This is an optimization exercise on Yosys and OpenROAD, whose aim is small area and a short achievable clock period, not a production implementation.
Function was not checked in any run shown here: the RTL went through the layout flow alone.
Power is estimated from default activity; no workload was simulated.

==> flow/design.v (outline; a module is shown in full before it is edited, if it fits) <==
// module rdy_gate: 6 lines
// module nor2c: 3 lines
// module rdy_t2: 3 lines
// module and2c: 3 lines
// module nor3m: 3 lines
// module ao_en: 3 lines
// module perceptron_ctrl: 33 lines
// module perceptron_dp: 1102 lines
// module booth_enc: 4 lines
// module ao22m: 3 lines
// module oa22m: 3 lines
// module invm: 3 lines
// module oai22m: 3 lines
// module nor2m: 3 lines
// module or2m: 3 lines
// module xor2m: 3 lines
// module xnor2m: 3 lines
// module fa: 4 lines
// module ha: 4 lines
// module perceptron_top: 44 lines
module perceptron_top #(
    parameter WIDTH = 16
  ) (
    input clk,
    input reset,
    input      val_i,
    output     rdy_o,
    output     val_o,
    input      rdy_i,
    input  [1:0] W1W0b_en_i,
    input        b_i,
    input        W0_i,
    input        W1_i,
    input signed [WIDTH-1:0] X0_i,
    input signed [WIDTH-1:0] X1_i,
    output     Y_o
);
  // ...
==> flow/flow/run.sh <==
#!/bin/bash
# The standard layout (standard.sh: unchanged synthesis and steps), with
#  - the port buffers made of a plain buffer cell instead of the delay buffer
#    that buffer_ports picks by default, and
#  - setup repair limited to resizing gates and swapping pins (no buffer
#    insertion or gate cloning).
# ORFS keeps each step's full log under orfs/logs/; make's own output goes to
# make.log here.
set -euo pipefail
bash standard.sh BUFFER_PORTS_ARGS="-buffer_cell sky130_fd_sc_hd__buf_1" \
  SETUP_MOVE_SEQUENCE="unbuffer,sizeup,swap" finish > make.log 2>&1
==> flow/standard.sh <==
#!/bin/bash
# synth_recipe.tcl (not shown) runs the flow's synth.tcl, then flattens the netlist and writes it again
# the make line also repeats each setting of config.mk as NAME=value (left out here)
make -C /OpenROAD-flow-scripts/flow DESIGN_CONFIG=/design/flow/config.mk WORK_HOME=/design/flow/orfs CLKGATE_MAP_FILE= SYNTH_SCRIPT=/design/flow/synth_recipe.tcl "${@:-finish}"
==> flow/config.mk <==
export PLATFORM = sky130hd
export DESIGN_NAME = perceptron_top
export DESIGN_NICKNAME = perceptron_top
export VERILOG_FILES = /design/flow/design.v
export SDC_FILE = /design/flow/constraint.sdc
export NUM_CORES = 4
export LEC_CHECK = 0
export CAP_MARGIN = 20
export CORE_MARGIN = 2
export CORE_UTILIZATION = 55
export CTS_BUF_LIST = sky130_fd_sc_hd__clkbuf_8
export SETUP_SLACK_MARGIN = 4.6
export SLEW_MARGIN = 20
export SYNTH_HIERARCHICAL = 1
export SYNTH_MINIMUM_KEEP_SIZE = 0
==> flow/constraint.sdc <==
create_clock -name core_clock -period 9.0 [get_ports {clk}]
set_input_delay 1.8000 -clock core_clock [delete_from_list [all_inputs] [get_ports {clk}]]
set_output_delay 1.8000 -clock core_clock [all_outputs]
set_load 0.01 [all_outputs]
==> metrics.cfg, run 1 <==
[global_routing]
use_met3_pct = 6.35
top_usage_layer = met2

[pwr]
comb_power_mw = 5.66
power_frac_comb_pct = 77.6
pwr-share-seq_pct = 14.3

[synth]
synth_xor_area_share_pct = 18.4
synthAdderAreaFrac_pct = 36.1
synth_area_mm2 = 0.0142
syn_inst = 1251
synthSimpleGateAreaFrac_pct = 3.40
async_flop_share_pct = 0
yosysMostFrequentCell = o22ai_1

[sta]
final_max_slew_viol_count = 0
period_share_pct = 48.2
max_freq_ghz = 0.231
setup_violations = 0

[worst_hold_path]
min_to = dp.wn1[1]$_DFF_P_
hp-class = register to register
whs_path_depth = 1

[setup_path]
cp.buffers_inverters = 0
cp-end-kind = register
cp_cell_sequence = o22ai_1 > xor2_1 > fa_1 > fa_1 > fa_1 > fa_1 > fa_1 > fa_1 > fa_1 > a22o_1

[detailed_routing]
top_layer = met4
wirelength_met1_um = 17300
drc = 0

[die]
core_mm2 = 0.0253

[placement]
routabilityCongestion = 0.950
dpl.hpwl_um = 32200

[layout]
top_register = dp.cs
clock_area_share_pct = 2.78
largest_reg_flops = 35
layout_commonest_cell = o22ai_1
fin_area_mm2 = 0.0158
fillers = 2127
area_growth_pct = 11.5

[cts]
cts.sinks = 133
cts_root_buf = clkbuf_8

[flow_run]
cap_violations = 0

[outcome]
status = no timing/DRC/antenna violations

==> run 2: changes to the inputs <==
--- a/flow/design.v
+++ b/flow/design.v
@@ -1082,22 +1082,23 @@
 assign g1136 = c1053 & s1064;
 assign q1137 = c1053 | s1064;
 assign G1138 = g1136 | (q1137 & g1134);
 assign P1139 = q1137 & q1135;
 assign g1140 = s662 & s664;
 assign q1141 = s662 | s664;
 assign G1142 = g1140 | (q1141 & G1129);
 reg [34:0] cs;
-wire [34:0] cs_new = {P1133, G1132, P1139, G1138, s1040, c1025, s1024, c1009, s1008, c989, s988, c969, s968, c945, s944, c921, s920, c893, s892, c865, s864, c833, s832, c801, s800, c769, s768, c741, s740, c713, s712, c689, s688, c665, G1142};
-wire [34:0] cs_d;
-wire eg_hold = ~en_egress;
-ao22m u_hcs [34:0] (.a(cs_new), .b(en_egress), .c(cs), .d(eg_hold), .y(cs_d));
+reg eg_q, y_hold;
 always @ (posedge clk)
-  cs <= cs_d;
+begin
+  cs     <= {P1133, G1132, P1139, G1138, s1040, c1025, s1024, c1009, s1008, c989, s988, c969, s968, c945, s944, c921, s920, c893, s892, c865, s864, c833, s832, c801, s800, c769, s768, c741, s740, c713, s712, c689, s688, c665, G1142};
+  eg_q   <= en_egress;
+  y_hold <= Y_o;
+end
 assign g1143 = cs[1] & cs[2];
 assign q1144 = cs[1] | cs[2];
 assign g1145 = cs[3] & cs[4];
 assign q1146 = cs[3] | cs[4];
 assign g1147 = cs[5] & cs[6];
 assign q1148 = cs[5] | cs[6];
 assign g1149 = cs[7] & cs[8];
 assign q1150 = cs[7] | cs[8];
@@ -1147,25 +1148,29 @@
 assign P1194 = P1185 & P1183;
 assign G1195 = G1188 | (P1189 & G1186);
 assign P1196 = P1189 & P1187;
 assign G1197 = G1191 | (P1192 & G1190);
 assign G1198 = G1195 | (P1196 & G1193);
 assign P1199 = P1196 & P1194;
 assign G1200 = G1198 | (P1199 & G1197);
 assign G1201 = G1173 | (P1174 & G1200);
-assign Y_o = ~(1'b1 ^ G1201);
+wire y_new = ~(1'b1 ^ G1201);
+mux2m u_ysel (.a(y_new), .b(y_hold), .s(eg_q), .y(Y_o));
 endmodule
 module booth_enc (input xh, input xm, input xl, output onen, output twon);
   assign onen = ~(xm ^ xl);
   assign twon = ~((xh ^ xm) & ~(xm ^ xl));
 endmodule
 module ao22m (input a, input b, input c, input d, output y);
   assign y = (a & b) | (c & d);
 endmodule
+module mux2m (input a, input b, input s, output y);
+  assign y = s ? a : b;
+endmodule
 module oa22m (input a, input b, input c, input d, output y);
   assign y = (a | b) & (c | d);
 endmodule
 module invm (input a, output y);
   assign y = ~a;
 endmodule
 module oai22m (input a, input b, input c, input d, output y);
   assign y = ~((a | b) & (c | d));
==> run 2 against run 1 <==
Critical path depth did not move; total power is 19% lower; sequential share of layout area rose by 0.19 points; global-route usage is 0.23 points lower; still clean; final cell count shrank 2.4%; worst hold slack better by 0.014 ns; wire length fell by 3.7%.
==> metrics.cfg, run 2 <==
[outcome]
status = no timing/DRC/antenna violations

[setup_path]
rr_worst_depth = 10
reg2reg_to = dp.cs[12]$_DFF_P_
cp.buffers_inverters = 1  ; +1
cpMaxStageDelayCell = dfxtp_1
path_max_fanout = 12
crit_required_ns = 9.36
cp-end-kind = register
criticalPathCategory = register to register
cp_top_family = adder cells
crit_start = dp.onen1[1]$_DFF_P_
crit_arrival_ns = 4.68
regToRegStartpoint = dp.onen1[1]$_DFF_P_
reg2reg_setup_slack_ns = 4.68
cpPeakStageDelay_ns = 0.60
cp_cell_sequence = buf_4 > o22ai_1 > xor2_1 > fa_1 > fa_1 > fa_1 > fa_1 > fa_1 > fa_1 > fa_1
critical_path.most_common_cell = fa_1
crit_path_start_kind = register

[cts]
h-tree-depth = 4
cts_setup_buffers = 0
tritoncts = yes
clockBufferDepth = 2
cts.sinks = 135  ; +1.5%
cts_buffers = 17
cts_resized = 36
cts_root_buf = clkbuf_8
cts_hold_buffers = 0
clk_latency_ns = 0.47
path_clk_slew_ns = 0.10

[global_routing]
grt_pass1_wl_um = 67900
grt_start_max_net_pins = 50
grt.total_usage_pct = 34.2
antenna_found_initial = 0
grt_pass1_vias = 11600
grt_overflow = 0

[sta]
setup_violations = 0  ; unchanged
final_max_slew_viol_count = 0  ; unchanged
fin_skew_ns = 0.0147
maxSlewHeadroom_pct = 32.6
fin_ws_ns = 4.68
max_freq_ghz = 0.231  ; +0.35%
period_share_pct = 48.0  ; -0.17 points
hold_viol = 0
worst_pin_slew_ns = 1.01
period_needed_ns = 4.32
rsz0062_at_grt = false
tns_ns = 0

[synth]
yosys.area.top_type = fa_1
synth_area_mm2 = 0.0139  ; -1.8%
yosysMostFrequentCell = o22ai_1
yosys.cell_types.count = 43
ys.warnings.count = 8
syn_avg_cell_area_um2 = 11.4
synth-seq-area-share_pct = 19.4
synth_top_area_share_pct = 34.6
syn_inst = 1218  ; -2.6%
synth_common_cells = 260 x o22ai_1, 256 x xor2_1, 240 x fa_1
async_flop_share_pct = 0  ; unchanged
synth_enable_flop_cells = 0
ys.flop_type = dfxtp_1
synthTopCellsByArea = fa_1 35%, dfxtp_1 19%, xor2_1 16%
synth_seq_cells = 135

[worst_hold_path]
whs_path_depth = 2  ; +1
hp-start = ctrl.val_o_reg$_SDFFE_PN0P_
min_to = ctrl.val_o$_SDFFE_PN0P_
hp-class = register to register

[detailed_routing]
initialDrtViolationCount = 1058
routed-via-count = 11000
wl_per_cell_um = 25.9
drc = 0  ; unchanged
viasPerCell = 6.63
dr.pass1.iters = 5
wl_um = 43000
ant_nets = 0

[layout]
area_growth_pct = 9.94
final_cell_mix = 260 x o22ai_1, 256 x xor2_1, 240 x fa_1, 82 x dfxtp_1, 65 x a22o_1
layout_commonest_cell = o22ai_1
antenna_cells = 0
final_nets = 1623
top_register = dp.cs
fillers = 2172  ; +2.1%
utilization_pct = 61.1
final_cells = 1662
fin_area_mm2 = 0.0153  ; -3.2%
drive_above_1_share_pct = 11.0
largest_reg_flops = 35  ; unchanged

[die]
core_mm2 = 0.0250  ; -0.86%
rows = 58
initial_core_util_pct = 55.5
pin_count = 44
die_h_um = 163
dieArea_mm2 = 0.0266
die_w_um = 163

[placement]
routabilityCongestion = 0.918  ; -3.3%
dpl_worst_slack_ns = 4.43
dpl.hpwl_um = 31000  ; -3.8%
placed_area_mm2 = 0.0148
place_inst = 1630
io_buffers = 43

[pwr]
vdd_drop_max_v = 0.000321
p_per_area_mw_per_mm2 = 386
power_leakage_nw = 6.69

[flow_run]
cap_violations = 0  ; unchanged

## run 2: changes by cell type after synthesis
cell,change
a22o_1,-35
dfxtp_1,+2
inv_1,-1
mux2_4,+1
## run 2: cells by family (layout without fill, tap and decap cells)
family,count (synthesis),in the layout,synth area share [%]
simple gates,88,88,3.46
other cells,1,6,0.0270
flops,135,135,19.4
xor+xnor,297,297,18.7
buf+inv,10,119,0.270
mux,2,2,0.180
compound gates,420,420,21.2
fa+ha+maj,265,265,36.8
## run 2: cell type report
type,count,area (µm²),area share [%]
Clock buffer,17,234,1.53
Clock inverter,15,198,1.29
Inverter,10,37.5,0.246
Multi-Input combinational cell,1078,11200,73.4
Sequential cell,135,2770,18.1
Tap cell,330,413,2.70
Timing Repair Buffer,77,420,2.75
## run 2: stage by stage
stage / hold slack, ns / power, mW
detailed placement: 0.459 / 5.42
finish: 0.484 / 5.91
global route: 0.505 / 6.62
CTS: 0.489 / 6.03
global placement: 0.457 / 5.30
floorplan: 0.439 / 4.11
## run 2: power by group
part           internal, mW  switching, mW  leakage [nW]  total [mW]
registers             0.853          0.192          1.11        1.05
clock network         0.263          0.317         0.215       0.580
logic                  2.02           2.26          5.37        4.28
## run 2: per-module statistics from Yosys, one instance, submodules excluded, excerpt
module	times used	cell area (µm²)
nor2m	16	3.75
nor2c	1	3.75
ao_en	1	11.3
rdy_t2	1	12.5
mux2m	1	15.0
ha	23	12.5
oai22m	256	6.26
or2m	9	6.26
ao22m	64	8.76
booth_enc	16	30.0
oa22m	32	8.76
## run 2: worst max-delay path by stage
stage / endpoint / slack [ns] / depth (start not counted)
after detailed placement: dp.cs[16]$_DFF_P_ / 4.43 / 8
after CTS: dp.cs[16]$_DFF_P_ / 4.59 / 9
final: dp.cs[12]$_DFF_P_ / 4.68 / 10
after floorplan: dp.cs[16]$_DFF_P_ / 4.73 / 8
after global placement: dp.cs[16]$_DFF_P_ / 4.49 / 8
after global routing: dp.cs[16]$_DFF_P_ / 4.60 / 8
## run 2: layer usage
| metal | global-route usage (%) | wire length, µm | vias to the layer above |
|---|---|---|---|
| met4 | 16.0 | 2200 | 0 |
| met3 | 4.15 | 2680 | 113 |
| li1 | - | - | 4768 |
| met5 | 0 | 0 | - |
| met2 | 56.0 | 20300 | 543 |
| met1 | 45.7 | 17800 | 5597 |
## run 2: tightest hold or removal path, stage by stage, from the launching register on
cell      delay [ns]
dfxtp_1         0.33
inv_1           0.07
a21boi_2        0.05

## re-timing with driven ports
The flow's constraints put no driver on any port. The routed layouts listed below were extracted and timed again, unchanged, in two steps.
Step 1 (the two cells are an assumption about what drives the block):
set clk [get_ports {clk}]
set_driving_cell -lib_cell sky130_fd_sc_hd__clkbuf_16 $clk
set_driving_cell -lib_cell sky130_fd_sc_hd__buf_2 [delete_from_list [all_inputs] $clk]
Step 2, shift: input delay + t, output delay - t, t = (earliest + latest rising clock arrival at the registers) / 2. This alone moves slack from input paths to output paths.
Three values: no drivers, after step 1, after step 2; two values: the first two.
run | t (ns) | slack for setup (ns) | worst setup path at the end | cell pins on the clock port's net
run 1 | 0.514 | 4.662 / 4.662 / 4.662 | register to register | 1
run 2 | 0.514 | 4.677 / 4.661 / 4.677 | register to register | 1
After both steps every run listed still meets setup and hold.
